Context: an optimization exercise on an open-source flow, tuned for small area, a short achievable clock period and few clock cycles. The choices shown serve that exercise and are no tape-out recipe. The RTL was checked by simulation tests, not by an equivalence proof against the original design. No activity file was given, so power comes from the tool's default toggle rates.

## mul_unit
module mul_unit
    (
        input logic clk,
        input logic rst,
        input logic [1:0] issue_fn3,
        input logic [31:0] rs1,
        input logic [31:0] rs2,
        input logic issue_new_request,
        input logic [3:0] issue_id,
        output logic issue_ready,
        input logic wb_ack,
        output logic wb_done,
        output logic [3:0] wb_id,
        output logic [31:0] wb_rd
    );
    logic rs1_is_signed, rs2_is_signed, is_mulhx;
    logic [32:0] a;
    logic [33:0] b;
    logic advance;
    logic valid_r;
    logic mulh_r;
    logic [3:0] id_r;
    logic [112:0] cut_d;
    logic [112:0] cut_q;
    logic [63:0] sum_x, sum_y, product;
    logic held_r;
    logic [31:0] held_rd;
  ...
For scale: ~2800 cells after synthesis, roughly 110 I/O pins.
Settings: LEC_CHECK=0, CAP_MARGIN=20, CORE_MARGIN=2, CORE_UTILIZATION=40, PLACE_DENSITY=0.8, SETUP_SLACK_MARGIN=4, SLEW_MARGIN=20; clock period 10.0 ns.
standard.sh (not shown) runs the stock make flow with config.mk's settings and CLKGATE_MAP_FILE= SYNTH_SCRIPT=/design/flow/synth_recipe.tcl, a recipe that flattens the netlist after the stock synthesis.
==> flow/flow/run.sh <==
#!/bin/bash
# The standard ORFS layout (standard.sh) with two changes:
#  - SYNTH_ARGS=-noabc: Yosys's synth skips its quick "abc -fast" pass, so
#    the full adders written in the RTL reach extract_fa as written; the
#    registers are the same as the standard synthesis's;
#  - the port buffers that buffer_ports inserts are plain buffers
#    (buf_2) instead of the default delay cells.
cp standard.sh standard_sh_copy.log
export BUFFER_PORTS_ARGS="-buffer_cell sky130_fd_sc_hd__buf_2"
bash standard.sh SYNTH_ARGS=-noabc finish > standard.log 2>&1
status=$?
tail -50 standard.log
exit $status
The starting point went through all stages and came out clean.
Testbench counts at the start, summed over its fixed seeds: cycles 16,008.
==> next run, changes <==
--- a/flow/flow/run.sh
+++ b/flow/flow/run.sh
@@ -5,7 +5,7 @@
 #    registers are the same as the standard synthesis's;
 #  - the port buffers that buffer_ports inserts are plain buffers
-#    (buf_2) instead of the default delay cells.
+#    (buf_4) instead of the default delay cells.
 cp standard.sh standard_sh_copy.log
-export BUFFER_PORTS_ARGS="-buffer_cell sky130_fd_sc_hd__buf_2"
+export BUFFER_PORTS_ARGS="-buffer_cell sky130_fd_sc_hd__buf_4"
 bash standard.sh SYNTH_ARGS=-noabc finish > standard.log 2>&1
 status=$?
--- a/flow/config.mk
+++ b/flow/config.mk
@@ -8,6 +8,5 @@
 export CAP_MARGIN = 20
 export CORE_MARGIN = 2
-export CORE_UTILIZATION = 40
-export PLACE_DENSITY = 0.8
+export CORE_UTILIZATION = 65
 export SETUP_SLACK_MARGIN = 4
 export SLEW_MARGIN = 20
What happened: Count of clock-buffer cells in the layout went down by 1. Clock skew fell by 6.6 ps. Synthesized cell count does not change. Non-clock buffer count goes down by 22. Setup slack got worse by 78 ps. Synthesized area is unchanged. Combinational power rose by about 0.6%.
==> next run, changes <==
--- a/flow/flow/run.sh
+++ b/flow/flow/run.sh
@@ -5,7 +5,7 @@
 #    registers are the same as the standard synthesis's;
 #  - the port buffers that buffer_ports inserts are plain buffers
-#    (buf_4) instead of the default delay cells.
+#    (buf_2) instead of the default delay cells.
 cp standard.sh standard_sh_copy.log
-export BUFFER_PORTS_ARGS="-buffer_cell sky130_fd_sc_hd__buf_4"
+export BUFFER_PORTS_ARGS="-buffer_cell sky130_fd_sc_hd__buf_2"
 bash standard.sh SYNTH_ARGS=-noabc finish > standard.log 2>&1
 status=$?
--- a/flow/config.mk
+++ b/flow/config.mk
@@ -8,5 +8,5 @@
 export CAP_MARGIN = 20
 export CORE_MARGIN = 2
-export CORE_UTILIZATION = 65
+export CORE_UTILIZATION = 40
 export SETUP_SLACK_MARGIN = 4
 export SLEW_MARGIN = 20
Result:
- The changed run completed without violations
- flip-flop and latch count does not change
- clock skew is higher by 9.2 ps
- critical path depth stays the same
- final area grows slightly


Starting RTL as in the previous note.
export LEC_CHECK = 0
export CAP_MARGIN = 20
export CORE_MARGIN = 2
export CORE_UTILIZATION = 40
export SETUP_SLACK_MARGIN = 4
export SLEW_MARGIN = 20
create_clock -name core_clock -period 10.0 [get_ports {clk}]
==> flow/flow/run.sh <==
#!/bin/bash
# The standard ORFS layout (standard.sh) with two changes:
#  - SYNTH_ARGS=-noabc: Yosys's synth skips its quick "abc -fast" pass, so
#    the full adders written in the RTL reach extract_fa as written; the
#    registers are the same as the standard synthesis's;
#  - the port buffers that buffer_ports inserts are plain buffers
#    (buf_4) instead of the default delay cells.
cp standard.sh standard_sh_copy.log
export BUFFER_PORTS_ARGS="-buffer_cell sky130_fd_sc_hd__buf_4"
bash standard.sh SYNTH_ARGS=-noabc finish > standard.log 2>&1
status=$?
tail -50 standard.log
exit $status
The first run passed the timing, design-rule and antenna checks.
Testbench counts at the start, summed over its fixed seeds: cycles 16,008.
==> next run, changes <==
Settings changed: ABC_AREA from default to 1.
Outcome: The changed run passed the timing, design-rule and antenna checks; count of clock-buffer cells in the layout rose by 2; final area rises by 2.7%; total power came out higher by 7.0%; wire length went up by 10%.
==> next run, changes <==
--- a/flow/flow/run.sh
+++ b/flow/flow/run.sh
@@ -7 +7 @@
-#    (buf_4) instead of the default delay cells.
+#    (buf_2) instead of the default delay cells.
@@ -9 +9 @@
-export BUFFER_PORTS_ARGS="-buffer_cell sky130_fd_sc_hd__buf_4"
+export BUFFER_PORTS_ARGS="-buffer_cell sky130_fd_sc_hd__buf_2"
Settings changed: ABC_AREA 1 to default, CORE_UTILIZATION 40 to 55, PLACE_DENSITY from default to 0.9, SETUP_SLACK_MARGIN 4 to 4.1.
What happened: Combinational power drops by 5.9%; global-route usage increases by 7.2 points; flip-flop and latch count does not change; clock power rose by 8.3%; die area decreases by 30%; design area went down by 3.2%; worst setup slack gains 0.14 ns; critical path depth increases by 4; wire length shrinks by 12%; power drops by 4.3%.
==> next run, changes <==
Settings changed: CORE_UTILIZATION 55 to 40, GPL_ROUTABILITY_DRIVEN from default to 0, GPL_TIMING_DRIVEN from default to 0, PLACE_DENSITY 0.9 to default, SETUP_SLACK_MARGIN 4.1 to 4.
Setup slack degrades by 0.11 ns. Cell count climbs by 9.9%. Worst hold slack barely changes. Global-route usage drops by 5.3 points. Design area climbs by 1.2%. Routed wire length climbs by 15%. Die area climbs by 37%. Sequential power drops by about 3%. Sequential cell count does not change. Total power climbs by 0.75%.
==> next run, changes <==
--- a/flow/flow/run.sh
+++ b/flow/flow/run.sh
@@ -7 +7 @@
-#    (buf_2) instead of the default delay cells.
+#    (buf_4) instead of the default delay cells.
@@ -9 +9 @@
-export BUFFER_PORTS_ARGS="-buffer_cell sky130_fd_sc_hd__buf_2"
+export BUFFER_PORTS_ARGS="-buffer_cell sky130_fd_sc_hd__buf_4"
Settings changed: GPL_ROUTABILITY_DRIVEN 0 to default, GPL_TIMING_DRIVEN 0 to default, SETUP_SLACK_MARGIN 4 to 4.25.
Outcome: Worst setup slack is better by 0.064 ns. Die area does not change. Maximum frequency goes up by 1.1%. Global-route usage goes down by 2.1 points. Power goes up by 1.4%. Clock power goes up by 3.8%. Cell area goes up by 2.3%. Wire length goes down by 7.4%.


== run 1 ==
mul_unit, a different RTL version from the one above (not shown whole).
Size in the first run: roughly 2700 cells after synthesis, about 120 flip-flops, about 110 I/O pins, roughly 27000 um2 of cells after synthesis.
==> flow/config.mk <==
export PLATFORM = sky130hd
export DESIGN_NAME = mul_unit
export DESIGN_NICKNAME = mul_unit
export VERILOG_FILES = /design/flow/design.v
export SDC_FILE = /design/flow/constraint.sdc
export NUM_CORES = 4
export LEC_CHECK = 0
export CAP_MARGIN = 20
export CORE_MARGIN = 2
export CORE_UTILIZATION = 40
export SETUP_SLACK_MARGIN = 4
export SLEW_MARGIN = 20
==> flow/constraint.sdc <==
create_clock -name core_clock -period 10.0 [get_ports {clk}]
set_input_delay 2.0000 -clock core_clock [delete_from_list [all_inputs] [get_ports {clk}]]
set_output_delay 2.0000 -clock core_clock [all_outputs]
set_load 0.01 [all_outputs]
==> flow/flow/run.sh <==
#!/bin/bash
# The standard ORFS layout (standard.sh) with two changes:
#  - SYNTH_ARGS=-noabc: Yosys's synth skips its quick "abc -fast" pass, so
#    the full adders written in the RTL reach extract_fa as written; the
#    registers are the same as the standard synthesis's;
#  - the port buffers that buffer_ports inserts are plain buffers
#    (buf_4) instead of the default delay cells.
cp standard.sh standard_sh_copy.log
export BUFFER_PORTS_ARGS="-buffer_cell sky130_fd_sc_hd__buf_4"
bash standard.sh SYNTH_ARGS=-noabc finish > standard.log 2>&1
status=$?
tail -50 standard.log
exit $status
Run 1 has completed all stages; timing, DRC and antenna checks passed.
Testbench counts of run 1, summed over its fixed seeds: cycles 16,008.
Input changes introduced in run 2 (baseline for comparison: run 1):
# run 1
export LEC_CHECK = 0
export CAP_MARGIN = 20
export CORE_MARGIN = 2
export CORE_UTILIZATION = 40
export SETUP_SLACK_MARGIN = 4
export SLEW_MARGIN = 20
create_clock -name core_clock -period 10.0 [get_ports {clk}]
# run 2
export LEC_CHECK = 0
export CAP_MARGIN = 20
export CORE_MARGIN = 2
export CORE_UTILIZATION = 40
export SETUP_SLACK_MARGIN = 4.5
export SLEW_MARGIN = 20
create_clock -name core_clock -period 10.0 [get_ports {clk}]
==> flow/flow/run.sh <==
#!/bin/bash
# Standard ORFS layout (the standard.sh), with the port buffers that
# buffer_ports inserts made plain buffers instead of the default delay cells.
cp standard.sh standard_sh_copy.log
export BUFFER_PORTS_ARGS="-buffer_cell sky130_fd_sc_hd__buf_4"
bash standard.sh > standard.log 2>&1
status=$?
tail -50 standard.log
exit $status
==> comparison <==
- Final-layout fill cell count: lower on run 2
- Maximum frequency delta (run 2 − run 1): favourable
- Compared with run 1, run 2 has extra setup slack.
- Run 2: power drawn by the combinational cells about 26% above run 1
- Sort run 1 and run 2 by tightest hold margin, descending, and run 2 comes first.
- Compared with run 1, run 2 shows via count that has gone up by a little under 10%.
- Of run 1 and run 2, the lower sequential cell fraction of total power belongs to run 2.
- Compared with run 1, switching power summed over all nets in run 2 increased by more than 10%.
- The standard cells in run 2 occupy more silicon area than those in run 1 do.
- Count of clock-buffer cells in the layout ends up higher on run 2.
- Between run 1 and run 2, the flow reports post-synthesis instance area increasing by a few percent.
Inputs modified between run 2 and run 3:
# run 2
export LEC_CHECK = 0
export CAP_MARGIN = 20
export CORE_MARGIN = 2
export CORE_UTILIZATION = 40
export SETUP_SLACK_MARGIN = 4.5
export SLEW_MARGIN = 20
create_clock -name core_clock -period 10.0 [get_ports {clk}]
# run 3
export LEC_CHECK = 0
export CAP_MARGIN = 20
export CORE_MARGIN = 2
export CORE_UTILIZATION = 40
export SETUP_SLACK_MARGIN = 4
export SLEW_MARGIN = 20
create_clock -name core_clock -period 10.0 [get_ports {clk}]
==> flow/run.sh (new file) <==
#!/bin/bash
# synth_recipe.tcl (not shown) runs the flow's synth.tcl, then flattens the netlist and writes it again
# the make line also repeats each setting of config.mk as NAME=value (left out here)
make -C /OpenROAD-flow-scripts/flow DESIGN_CONFIG=/design/flow/config.mk WORK_HOME=/design/flow/orfs CLKGATE_MAP_FILE= SYNTH_SCRIPT=/design/flow/synth_recipe.tcl finish
removed: flow/flow/run.sh
removed: flow/standard.sh
Results
Re total met3 wirelength after detailed routing: run 3 is 4.6% up on run 2.
Going from run 2 to run 3, final period demand of the worst path picked up an extra 0.12 ns, global-route track usage on met3 level, proportion of power drawn by combinational gates -1.6 points.
Run 3 vs. run 2: multi-input logic area went down by about 7%.
Between run 2 and run 3, the flow reports final area decreasing by a few percent.
Diff run 2 -> run 3: total of plain and repair buffers excluding clock buffers shrank by 15; global routing met1 resource utilization shrank by 2.4 points; power density over the cells shrank by about 0.5%.
Compared run 3 vs run 2, and worst-case hold slack is up in run 3.
Relative to run 3, the following input files were edited for run 4:
# run 3
export LEC_CHECK = 0
export CAP_MARGIN = 20
export CORE_MARGIN = 2
export CORE_UTILIZATION = 40
export SETUP_SLACK_MARGIN = 4
export SLEW_MARGIN = 20
create_clock -name core_clock -period 10.0 [get_ports {clk}]
# run 4
export LEC_CHECK = 0
export CAP_MARGIN = 20
export CORE_MARGIN = 2
export CORE_UTILIZATION = 40
export SETUP_SLACK_MARGIN = 3.5
export SLEW_MARGIN = 20
create_clock -name core_clock -period 10.0 [get_ports {clk}]
==> flow/flow/run.sh (new file) <==
#!/bin/bash
# The standard ORFS layout (standard.sh) with two changes:
#  - SYNTH_ARGS=-noabc: Yosys's synth skips its quick "abc -fast" pass, so
#    the full adders written in the RTL reach extract_fa as written; the
#    registers are the same as the standard synthesis's;
#  - the port buffers that buffer_ports inserts are plain buffers
#    (buf_4) instead of the default delay cells.
cp standard.sh standard_sh_copy.log
export BUFFER_PORTS_ARGS="-buffer_cell sky130_fd_sc_hd__buf_4"
bash standard.sh SYNTH_ARGS=-noabc finish > standard.log 2>&1
status=$?
tail -50 standard.log
exit $status
==> flow/standard.sh (new file) <==
#!/bin/bash
# synth_recipe.tcl (not shown) runs the flow's synth.tcl, then flattens the netlist and writes it again
# the make line also repeats each setting of config.mk as NAME=value (left out here)
make -C /OpenROAD-flow-scripts/flow DESIGN_CONFIG=/design/flow/config.mk WORK_HOME=/design/flow/orfs CLKGATE_MAP_FILE= SYNTH_SCRIPT=/design/flow/synth_recipe.tcl "${@:-finish}"
removed: flow/run.sh
Results
Run 3 → run 4: global-route usage now sits lower; ratio of cells with drive above 1 in the final layout fell by 11 points; combinational cell fraction of total power went down by 3.5 points.
The lower length of routed met3 wiring of run 4 and run 3 is in run 4.
Relative to run 3, core footprint decreased by 4.3% in run 4.

## static timing again, ports no longer ideal
The flow's constraints put no driver on any port. The routed layouts listed below were extracted and timed again, unchanged, in two steps. Step 1 sets driving cells, clkbuf_16 on the clock port and buf_2 on the other inputs (assumed; they add their load-dependent delay and slew). Step 2 adds t to the input delays and takes it off the output delays; t is the mean of the earliest and latest rising clock arrival at the registers after step 1. Input paths then give back, and output paths get back, about the clock's delay inside the block. a / b / c = ideal / step 1 / step 2; a / b = the first two.
run | t (ns) | setup WS [ns] | hold WS [ns] | worst setup path after step 2
the first run of note 1 | 0.528 | 4.044 / 3.984 / 3.553 | 0.454 / 0.454 / 0.454 | input to register
the second run of note 1 | 0.548 | 3.966 / 3.905 / 3.499 | 0.459 / 0.459 / 0.459 | input to register
the third run of note 1 | 0.556 | 4.039 / 3.977 / 3.555 | 0.454 / 0.454 / 0.454 | input to register
the first run of note 2 | 0.538 | 4.038 / 3.979 / 3.586 | 0.458 / 0.458 / 0.458 | input to register
the second run of note 2 | 0.506 | 3.970 / 3.971 / 3.465 | 0.462 / 0.462 / 0.462 | input to register
the third run of note 2 | 0.523 | 4.110 / 4.055 / 3.589 | 0.452 / 0.452 / 0.452 | input to register
the fourth run of note 2 | 0.550 | 4.004 / 3.998 / 3.499 | 0.452 / 0.452 / 0.452 | input to register
the fifth run of note 2 | 0.561 | 4.068 / 4.002 / 3.617 | 0.456 / 0.456 / 0.456 | input to register
run 1 | 0.506 | 4.023 / 3.962 / 3.456 | 0.682 / 0.682 / 0.682 | input to register
run 2 | 0.488 | 4.108 / 4.118 / 3.630 | 0.972 / 0.972 / 0.972 | input to register
run 3 | 0.489 | 3.990 / 4.019 / 3.529 | 1.035 / 1.035 / 1.035 | input to register
run 4 | 0.513 | 3.550 / 3.578 / 3.065 | 0.933 / 0.933 / 0.933 | input to register
After both steps every run listed still meets setup and hold. For run 1, which loses most, drivers alone change the setup slack by -0.061 ns; drivers and shift together by -0.567 ns.
